This design comes from an exercise in tuning for small area, a short achievable clock period and few clock cycles per item on the open sky130 flow, not from production work. RTL that was checked went through simulation tests only; none was proved equivalent to the original. For run 1, only the layout was checked, not whether the RTL still works.

==> flow/design.v (outline; a module is shown in full before it is edited, if it fits) <==
// module sha_256: 1793 lines
module sha_256 #(parameter input_width = 24) (clk, rst, in_valid, in_ready, data_in, out_valid, digest);
  // ...
==> flow/flow/run.sh <==
#!/bin/bash
# The standard layout (standard synthesis unchanged), with the resizer's setup repair
# asked for a larger slack margin so that it works on the long round paths.
set -euo pipefail
bash standard.sh SETUP_SLACK_MARGIN=46 finish > standard_flow.log 2>&1
==> flow/standard.sh <==
#!/bin/bash
# synth_recipe.tcl (not shown) runs the flow's synth.tcl, then flattens the netlist and writes it again
# the make line also repeats each setting of config.mk as NAME=value (left out here)
make -C /OpenROAD-flow-scripts/flow DESIGN_CONFIG=/design/flow/config.mk WORK_HOME=/design/flow/orfs CLKGATE_MAP_FILE= SYNTH_SCRIPT=/design/flow/synth_recipe.tcl "${@:-finish}"
==> flow/config.mk <==
export PLATFORM = sky130hd
export DESIGN_NAME = sha_256
export DESIGN_NICKNAME = sha_256
export VERILOG_FILES = /design/flow/design.v
export SDC_FILE = /design/flow/constraint.sdc
export NUM_CORES = 8
export LEC_CHECK = 0
export CAP_MARGIN = 40
export CORE_MARGIN = 2
export CORE_UTILIZATION = 40
export PLACE_DENSITY = 0.55
export SLEW_MARGIN = 40
==> flow/constraint.sdc <==
create_clock -name core_clock -period 64.0 [get_ports {clk}]
set_input_delay 12.8000 -clock core_clock [delete_from_list [all_inputs] [get_ports {clk}]]
set_output_delay 12.8000 -clock core_clock [all_outputs]
set_load 0.01 [all_outputs]
==> notes.md, run 1 <==
core area 199,000 µm²; total routed wirelength 457 mm; top-count cell post-synth inv_1; Fin Hold WS 0.268 ns; Cells after Synth 8,667; Max Root-Sink Buffers 3; ant diodes 31; most common flop cell mapped by yosys dfxtp_1; Mapped Nets 10.2k; TAP cells 2,656; FF-to-FF End a_q[31]$_DFF_P_; fraction of area in multi-input gates 63.8%; Most Frequent Cell on Critical Path fa_1; FF/Latch Area 15,600 µm²; Hold Crit Start w6_q[21]$_DFF_P_; setup TNS 0 ns; # Post-CTS Setup Buffers 95; CTS tree done; outcome complete, no violations; grt met3 use 12.2%; fin cells 12.0k; final core occ 47.8%; Ys Warns 1; share of layout cells above drive strength 1 12.4%; flop-to-flop setup slack 44.79 ns; CTS sink cnt 777; WP data arrival 19.86 ns
==> inputs of run 2 (changes only) <==
--- a/flow/design.v
+++ b/flow/design.v
@@ -75,28 +75,23 @@
 wire [31:0] a0 = first_q ? 32'h6a09e667 : a_q;
 wire [31:0] b0 = first_q ? 32'hbb67ae85 : b_q;
 wire [31:0] c0 = first_q ? 32'h3c6ef372 : c_q;
 wire [31:0] d0 = first_q ? 32'ha54ff53a : d_q;
 wire [31:0] e0 = first_q ? 32'h510e527f : e_q;
 wire [31:0] f0 = first_q ? 32'h9b05688c : f_q;
 wire [31:0] g0 = first_q ? 32'h1f83d9ab : g_q;
 wire [31:0] h0 = first_q ? 32'h5be0cd19 : h_q;
-wire [31:0] x0_s = h0 ^ w0_q ^ k0;
-wire [31:0] x0_m = (h0 & w0_q) | (k0 & (h0 | w0_q));
-wire [31:0] x0_c = {x0_m[30:0], 1'b0};
 wire [31:0] S1_0 = ({e0[5:0], e0[31:6]} ^ {e0[10:0], e0[31:11]} ^ {e0[24:0], e0[31:25]});
 wire [31:0] ch0 = (e0 & f0) | (~e0 & g0);
 wire [31:0] S0_0 = ({a0[1:0], a0[31:2]} ^ {a0[12:0], a0[31:13]} ^ {a0[21:0], a0[31:22]});
 wire [31:0] mj0 = (b0 & c0) | (a0 & (b0 | c0));
-wire [31:0] y0_s = S1_0 ^ ch0 ^ x0_s;
-wire [31:0] y0_m = (S1_0 & ch0) | (x0_s & (S1_0 | ch0));
-wire [31:0] y0_c = {y0_m[30:0], 1'b0};
-wire [31:0] t0_s = y0_s ^ y0_c ^ x0_c;
-wire [31:0] t0_m = (y0_s & y0_c) | (x0_c & (y0_s | y0_c));
+reg [31:0] x0_q;
+wire [31:0] t0_s = S1_0 ^ ch0 ^ x0_q;
+wire [31:0] t0_m = (S1_0 & ch0) | (x0_q & (S1_0 | ch0));
 wire [31:0] t0_c = {t0_m[30:0], 1'b0};
 wire [31:0] e0p_s = t0_s ^ t0_c ^ d0;
 wire [31:0] e0p_m = (t0_s & t0_c) | (d0 & (t0_s | t0_c));
 wire [31:0] e0p_c = {e0p_m[30:0], 1'b0};
 wire [31:0] e1;
 wire [31:0] ae0_p0 = e0p_s ^ e0p_c;
 wire [31:0] ae0_g0 = e0p_s & e0p_c;
 wire ae0_n1_g = ae0_g0[1] | (ae0_p0[1] & ae0_g0[0]);
@@ -1643,16 +1638,23 @@
 always @(posedge clk) d_q <= d_nx;
 always @(posedge clk) e_q <= e4;
 wire [31:0] f_nx = e3 + (last ? 32'h9b05688c : 32'h0);
 always @(posedge clk) f_q <= f_nx;
 wire [31:0] g_nx = e2 + (last ? 32'h1f83d9ab : 32'h0);
 always @(posedge clk) g_q <= g_nx;
 wire [31:0] h_nx = e1 + (last ? 32'h5be0cd19 : 32'h0);
 always @(posedge clk) h_q <= h_nx;
+wire [31:0] k0n = ({32{jd0}} & 32'h3956c25b) | ({32{jd1}} & 32'hd807aa98) | ({32{jd2}} & 32'h72be5d74) | ({32{jd3}} & 32'he49b69c1) | ({32{jd4}} & 32'h2de92c6f) | ({32{jd5}} & 32'h983e5152) | ({32{jd6}} & 32'hc6e00bf3) | ({32{jd7}} & 32'h27b70a85) | ({32{jd8}} & 32'h650a7354) | ({32{jd9}} & 32'ha2bfe8a1) | ({32{jd10}} & 32'hd192e819) | ({32{jd11}} & 32'h19a4c116) | ({32{jd12}} & 32'h391c0cb3) | ({32{jd13}} & 32'h748f82ee) | ({32{jd14}} & 32'h90befffa) | ({32{jd15}} & 32'h428a2f98);
+wire [31:0] h0n = last ? 32'h5be0cd19 : e1;
+wire [31:0] x0n_s = h0n ^ w4_q ^ k0n;
+wire [31:0] x0n_m = (h0n & w4_q) | (k0n & (h0n | w4_q));
+wire [31:0] x0n_c = {x0n_m[30:0], 1'b0};
+wire [31:0] x0_nx = x0n_s + x0n_c;
+always @(posedge clk) x0_q <= x0_nx;
 wire [31:0] sg1_0 = ({w14_q[16:0], w14_q[31:17]} ^ {w14_q[18:0], w14_q[31:19]} ^ (w14_q >> 10));
 wire [31:0] sg0_0 = ({w1_q[6:0], w1_q[31:7]} ^ {w1_q[17:0], w1_q[31:18]} ^ (w1_q >> 3));
 wire [31:0] q0_s = w0_q ^ w9_q ^ sg0_0;
 wire [31:0] q0_m = (w0_q & w9_q) | (sg0_0 & (w0_q | w9_q));
 wire [31:0] q0_c = {q0_m[30:0], 1'b0};
 wire [31:0] r0_s = q0_s ^ q0_c ^ sg1_0;
 wire [31:0] r0_m = (q0_s & q0_c) | (sg1_0 & (q0_s | q0_c));
 wire [31:0] r0_c = {r0_m[30:0], 1'b0};
==> notes.md, run 2 <==
Setup Skew 0.0518 ns (was 0.0931 ns); # H-tree levels 3 (unchanged); CTS tree done (unchanged); total congestion overflow 0 (unchanged); drt pass-1 iters 6 (was 9); top-count cell post-synth inv_1 (unchanged); post-DR wirelength/cell 40.8 µm (was 37.9 µm); DRC 0 (unchanged); Synth area leaders fa_1 (22%), dfxtp_1 (20%), xnor2_1 (14%), ha_1 (10%), inv_1 (7.0%) (was fa_1 (23%), dfxtp_1 (19%), xnor2_1 (13%), ha_1 (9.2%), inv_1 (6.7%)); Slew @ Worst Pin 0.986 ns (was 0.993 ns); Vias 69.7k (was 69.6k); Die ar. 203,000 µm² (was 204,000 µm²); Bufs and invs on worst path 15 (was 14); Tot GR Track Use 47.9% (was 44.0%); syn_area_per_cell 9.16 µm² (was 9.23 µm²); Tcrit/Tclk final 29.7% (was 30.0%); Layout Nets 10.9k (was 10.8k); Fin. Hold Viols 0 (unchanged); Crit-path slowest cell a211oi_4 (was fa_1); CP startpoint kind flop (unchanged); FF-to-FF End a_q[31]$_DFF_P_ (unchanged); initial antenna violation count 31 (was 35); Mapped Area 79,900 µm² (was 80,000 µm²); Max Slew Vio Count 0 (unchanged); Routed Antenna Nets 0 (unchanged); Die X 451 µm (about the same); vias per inst 5.75 (was 5.78); largest net degree at the start of global routing 83 (was 66); DRT iter0 DRCs 8,850 (was 8,188); core area 199,000 µm² (about the same); sequential share of the synthesized area 20.3% (was 19.4%); Synth area leader fa_1 (unchanged); initial core utilization 40.1% (was 40.2%); vias in the first global route 68.1k (was 68.3k); CTS buffer count 98 (was 94); Hold/Removal Path Class flop to flop (unchanged); clock slew at reported path FFs 0.08 ns (was 0.07 ns); Most Frequent Cell on Critical Path fa_1 (unchanged); Mapped Nets 10.3k (was 10.2k); Cells after Synth 8,724 (was 8,667); unrepaired setup endpoints after global routing yes (unchanged); Synth top area share 22.3% (was 23.3%); total routed wirelength 494 mm (was 457 mm); Skew-Pair Late Insertion Delay 0.84 ns (was 0.85 ns); worst rel slew slack 32.4% (was 33.1%); max_cap viols 0 (unchanged); # rows 164 (unchanged); Max Root-Sink Buffers 3 (unchanged); Setup crit start first_q$_SDFF_PP0_ (was j[2]$_SDFF_PP1_); WP data arrival 19.67 ns (was 19.86 ns); delay-heaviest family, CP compound AO/OA/AOI/OAI gates (was adder cells); flop-to-flop setup slack 45.02 ns (was 44.79 ns); CP max FO 11 (was 16); CP Depth 78 (was 80); Fin Hold WS 0.309 ns (was 0.268 ns); CP required 64.69 ns (was 64.65 ns); # hold bufs at CTS 0 (unchanged); Distinct cells, synth 90 (was 106); worst reg2reg path startpoint first_q$_SDFF_PP0_ (was j[2]$_SDFF_PP1_); Hold Crit Start w13_q[14]$_SDFF_PP0_ (was w6_q[21]$_DFF_P_); FF-to-FF path depth 78 (was 80); commonest non-fill, non-tap cell in the layout inv_1 (unchanged); FF+latch count, synth 809 (was 777); Setup CP Type flop to flop (unchanged); share of layout cells above drive strength 1 11.1% (was 12.4%); final core occ 47.7% (was 47.8%); first-pass GRT wire length 641 mm (was 598 mm); number of synthesized flops with an enable pin 0 (unchanged); setup TNS 0 ns (unchanged); Root Buffer clkbuf_16 (unchanged); top post-synthesis cells by count inv_1 (1,481), xnor2_1 (1,262), fa_1 (891) (was inv_1 (1,428), xnor2_1 (1,209), fa_1 (931)); fmax 52.7 MHz (was 52.0 MHz); most common flop cell mapped by yosys dfxtp_1 (unchanged); commonest non-fill, non-tap cells in the layout inv_1 (1,467), xnor2_1 (1,192), fa_1 (874), dfxtp_1 (787), ha_1 (619) (was inv_1 (1,401), xnor2_1 (1,151), fa_1 (906), dfxtp_1 (767), ha_1 (558)); Routability Congestion 1.11 (was 1.14); last element of the critical path a_q[31]$_DFF_P_ (unchanged); outcome complete, no violations (unchanged); # setup viols final 0 (unchanged); Die H 451 µm (about the same); Final HPWL DP 411 mm (was 382 mm); max incr delay on CP 0.78 ns (was 0.61 ns); async set-reset flop share out of synthesis 0% (unchanged); Ys Warns 1 (unchanged); port buffer count 284 (unchanged); area growth from synthesis to layout 18.8% (was 19.0%); CTS sink cnt 809 (was 777); crit end category flop (unchanged); I/O pins 285 (unchanged); post-layout min period 18.98 ns (was 19.21 ns)
-- run 2: routing by layer --
layer,vias to the layer above,global-route usage (%),share of wire [%]
met1,34700,54.5,35
met2,4491,71.3,42
met3,1547,10.8,8.7
li1,28900,-,-
met5,-,0.0237,0.012
met4,8,51.3,14
-- run 2: logic make-up (layout without fill, tap and decap cells) --
logic type,Yosys count,count (layout),synth area share (%)
buf+inv,1691,2397,7.95
xor+xnor,1618,1618,17.9
fa+ha+maj,1606,1606,33.3
compound gates,1322,1322,10.5
mux,62,62,0.836
flops,809,809,20.3
other cells,0,23,0
simple gates,1616,1616,9.33
-- run 2: timing repair --
item,CTS,global route
pin swaps,106,111
gates resized for setup,200,88
setup buffers,91,44
gates cloned,10,0
endpoints found under the setup margin,75,46
-- run 2: stage by stage --
stage	cells	cell area, µm²	worst slack [ns]
after floorplan	8724	80100	46.00
after global placement	11800	88000	41.68
after detailed placement	11800	88600	41.57
after CTS	12000	94000	44.73
after global routing	12100	94900	44.62
final	12100	94900	45.02
-- run 2: worst min path at each step --
stage / endpoint / slack [ns] / depth (start not counted)
after global routing: w3_q[26]$_DFF_P_ / 0.33 / 0
after global placement: w3_q[23]$_DFF_P_ / 0.31 / 0
after CTS: w3_q[30]$_DFF_P_ / 0.32 / 0
after floorplan: w1_q[0]$_DFF_P_ / 0.31 / 0
final: w9_q[14]$_DFF_P_ / 0.31 / 0
after detailed placement: w1_q[17]$_DFF_P_ / 0.31 / 0
-- run 2: cell type report --
type	instances	area (µm²)
fill	19200	104000
multi-input combinational	6224	59600
sequential	809	16200
timing repair buffer	728	6700
inverter	1486	5610
tap	2656	3320
clock buffer	130	2710
clock inverter	52	743
antenna	23	57.6
timing repair inverter	1	8.76
-- run 2: worst register-to-register path: cells and delay by family, from the launching register on --
kind	cells	cell delay (ns)
compound gates	28	6.53
fa+ha+maj	14	6.06
simple gates	13	2.41
buf+inv	15	1.94
xor+xnor	8	1.43
flops	1	0.46
==> inputs of run 3 (changes only) <==
==> flow/run.sh (new file) <==
#!/bin/bash
# synth_recipe.tcl (not shown) runs the flow's synth.tcl, then flattens the netlist and writes it again
# the make line also repeats each setting of config.mk as NAME=value (left out here)
make -C /OpenROAD-flow-scripts/flow DESIGN_CONFIG=/design/flow/config.mk WORK_HOME=/design/flow/orfs CLKGATE_MAP_FILE= SYNTH_SCRIPT=/design/flow/synth_recipe.tcl finish
--- a/flow/config.mk
+++ b/flow/config.mk
@@ -5,8 +5,10 @@
 export SDC_FILE = /design/flow/constraint.sdc
 export NUM_CORES = 8
 export LEC_CHECK = 0
+export ABC_CLOCK_PERIOD_IN_PS = 54000
 export CAP_MARGIN = 40
 export CORE_MARGIN = 2
-export CORE_UTILIZATION = 40
-export PLACE_DENSITY = 0.55
+export CORE_UTILIZATION = 30
+export PLACE_DENSITY = 0.45
+export SETUP_SLACK_MARGIN = 0.5
 export SLEW_MARGIN = 40
removed: flow/flow/run.sh
removed: flow/standard.sh
==> notes.md, run 3 <==
first-pass GRT wire length 627 mm (was 641 mm); vias per inst 5.16 (was 5.75); Setup CP Type flop to flop (unchanged); Die X 520 µm (was 451 µm); Distinct cells, synth 90 (unchanged); commonest non-fill, non-tap cells in the layout inv_1 (1,480), xnor2_1 (1,217), fa_1 (891), dfxtp_1 (802), ha_1 (641) (was inv_1 (1,467), xnor2_1 (1,192), fa_1 (874), dfxtp_1 (787), ha_1 (619)); FF+latch count, synth 809 (unchanged); Routability Congestion 1.06 (was 1.11); Max Root-Sink Buffers 3 (unchanged); Ys Warns 1 (unchanged); Setup Skew 0.0896 ns (was 0.0518 ns); CTS tree done (unchanged); # setup viols final 0 (unchanged); area growth from synthesis to layout 16.7% (was 18.8%); total congestion overflow 0 (unchanged); Tcrit/Tclk final 36.9% (was 29.7%); # hold bufs at CTS 0 (unchanged); number of synthesized flops with an enable pin 0 (unchanged); Synth area leader fa_1 (unchanged); dpl ws 40.73 ns (was 41.57 ns); top-count cell post-synth inv_1 (unchanged); clock slew at reported path FFs 0.07 ns (was 0.08 ns); max incr delay on CP 0.73 ns (was 0.78 ns); async set-reset flop share out of synthesis 0% (unchanged); commonest non-fill, non-tap cell in the layout inv_1 (unchanged); largest net degree at the start of global routing 71 (was 83); fmax 42.3 MHz (was 52.7 MHz); Tot GR Track Use 35.2% (was 47.9%); crit end category flop (unchanged); Synth area leaders fa_1 (22%), dfxtp_1 (20%), xnor2_1 (14%), ha_1 (10%), inv_1 (7.0%) (unchanged); Mapped Nets 10.3k (unchanged); initial antenna violation count 26 (was 31); total routed wirelength 485 mm (was 494 mm); I/O pins 285 (unchanged); vias in the first global route 66.4k (was 68.1k); unrepaired setup endpoints after global routing no (was yes); Synth top area share 22.3% (unchanged); Hold/Removal Path Class flop to flop (unchanged); outcome complete, no violations (unchanged); # rows 189 (was 164); setup TNS 0 ns (unchanged); DRC 0 (unchanged); Routed Antenna Nets 0 (unchanged); worst rel slew slack 34.9% (was 32.4%); syn_area_per_cell 9.16 µm² (unchanged); drt pass-1 iters 28 (was 6); worst reg2reg path startpoint first_q$_SDFF_PP0_ (unchanged); Setup crit start first_q$_SDFF_PP0_ (unchanged); Vias 66.4k (was 69.7k); fin worst setup slack 40.35 ns (was 45.02 ns); Mapped Area 79,900 µm² (unchanged); Bufs and invs on worst path 9 (was 15); share of layout cells above drive strength 1 7.82% (was 11.1%); max_cap viols 0 (unchanged); initial core utilization 30.1% (was 40.1%); delay-heaviest family, CP compound AO/OA/AOI/OAI gates (unchanged); core area 265,000 µm² (was 199,000 µm²); Fin. Hold Viols 0 (unchanged); Skew-Pair Late Insertion Delay 0.86 ns (was 0.84 ns); WP data arrival 24.33 ns (was 19.67 ns); uppermost routed layer met5 (unchanged); CP startpoint kind flop (unchanged); # H-tree levels 3 (unchanged); most common flop cell mapped by yosys dfxtp_1 (unchanged); Root Buffer clkbuf_16 (unchanged); post-cts gate resize count 0 (was 200); port buffer count 284 (unchanged); met2 routed wirelength 216 mm (was 210 mm); CP required 64.69 ns (about the same); Crit-path slowest cell dfxtp_4 (was a211oi_4); # Post-CTS Setup Buffers 0 (was 91); M1 wire length 187 mm (was 174 mm); CTS sink cnt 809 (unchanged); Max Slew Vio Count 0 (unchanged); Hold Crit Start w13_q[21]$_SDFF_PP0_ (was w13_q[14]$_SDFF_PP0_); Die ar. 270,000 µm² (was 203,000 µm²); Layout Nets 10.8k (was 10.9k); sequential share of the synthesized area 20.3% (unchanged); top post-synthesis cells by count inv_1 (1,481), xnor2_1 (1,262), fa_1 (891) (unchanged); Slew @ Worst Pin 0.974 ns (was 0.986 ns); Die H 520 µm (was 451 µm); post-DR wirelength/cell 37.7 µm (was 40.8 µm); DRT iter0 DRCs 6,559 (was 8,850); post-layout min period 23.65 ns (was 18.98 ns); Most Frequent Cell on Critical Path xnor2_1 (was fa_1); CP max FO 70 (was 11); flop-to-flop setup slack 40.35 ns (was 45.02 ns); CTS buffer count 100 (was 98); Cells after Synth 8,724 (unchanged); Final HPWL DP 420 mm (was 411 mm); Met3 Routed Length 29.9 mm (was 43.0 mm)
-- run 3: cell counts after synthesis --
Identical to the previous run, type by type.
-- run 3: worst paths after layout --
check	to	cells past startpoint
min	w9_q[21]$_DFF_P_	0
min reg2reg	w9_q[21]$_DFF_P_	0
max reg2reg	a_q[31]$_DFF_P_	82
max	a_q[31]$_DFF_P_	82
-- run 3: cell families after synthesis --
group / Yosys count / share of synthesized area, %
AND/OR/NAND/NOR: 1616 / 9.33
adder cells (fa/ha/maj): 1606 / 33.3
buffers and inverters: 1691 / 7.95
flip-flops: 809 / 20.3
AO/OA/AOI/OAI: 1322 / 10.5
multiplexers: 62 / 0.836
XOR/XNOR: 1618 / 17.9
-- run 3: cell type report --
cell class / instances / area, µm²
Tap cell: 3533 / 4420
Antenna cell: 27 / 67.6
Fill cell: 27400 / 172000
Timing Repair Buffer: 602 / 5250
Clock inverter: 57 / 838
Multi-Input combinational cell: 6224 / 58100
Sequential cell: 809 / 16200
Clock buffer: 130 / 2770
Inverter: 1486 / 5590
-- run 3: per-layer routing --
| layer | vias to the layer above | track usage [%] |
|---|---|---|
| met5 | - | 0 |
| met4 | 4 | 29.9 |
| met3 | 1045 | 5.37 |
| met2 | 3181 | 56.0 |
| met1 | 33600 | 41.7 |
| li1 | 28600 | - |
-- run 3: through the flow --
| stage | instance area, µm² | hold slack [ns] | instances | utilization (%) |
|---|---|---|---|---|
| floorplan | 79900 | 0.310 | 8724 | - |
| finish | 93200 | 0.266 | 12900 | 35.2 |
| global route | 93200 | 0.266 | 12900 | 35.2 |
| detailed placement | 89500 | 0.312 | 12700 | 33.8 |
| CTS | 93100 | 0.255 | 12800 | 35.1 |
| global placement | 89100 | 0.310 | 12700 | 33.6 |
-- run 3: worst register-to-register path, delay by kind of cell (launching register included) --
kind                       cells  cell delay (ns)
adders and majority gates     13             5.66
DFF                            1             0.73
buffers and inverters          9             2.20
AOI/OAI and AO/OA             37             9.39
xor gates and xnor gates      12             3.26
and+or+nand+nor               11             2.27

re-timing with driven ports:
The results above use ideal ports. As a check the final layouts listed here were re-extracted and re-timed, cells and wires unchanged.
Step 1, drivers: a clkbuf_16 drives clk and a buf_2 each remaining input, both assumed.
Step 2 also shifts input and output timing later by t, the mid clock arrival at the registers, as if the neighbouring blocks saw the same clock.
a / b / c = no drivers / after step 1 / after step 2; a / b = the first two.
run | t, ns | setup WS [ns] | worst data-port slew with drivers (ns)
run 1 | 0.901 | 44.788 / 44.788 / 44.788 | 0.08
run 2 | 0.918 | 45.016 / 45.016 / 45.016 | 0.05
run 3 | 0.913 | 40.354 / 40.354 / 40.354 | 0.03
After both steps setup and hold are still met in every run listed.
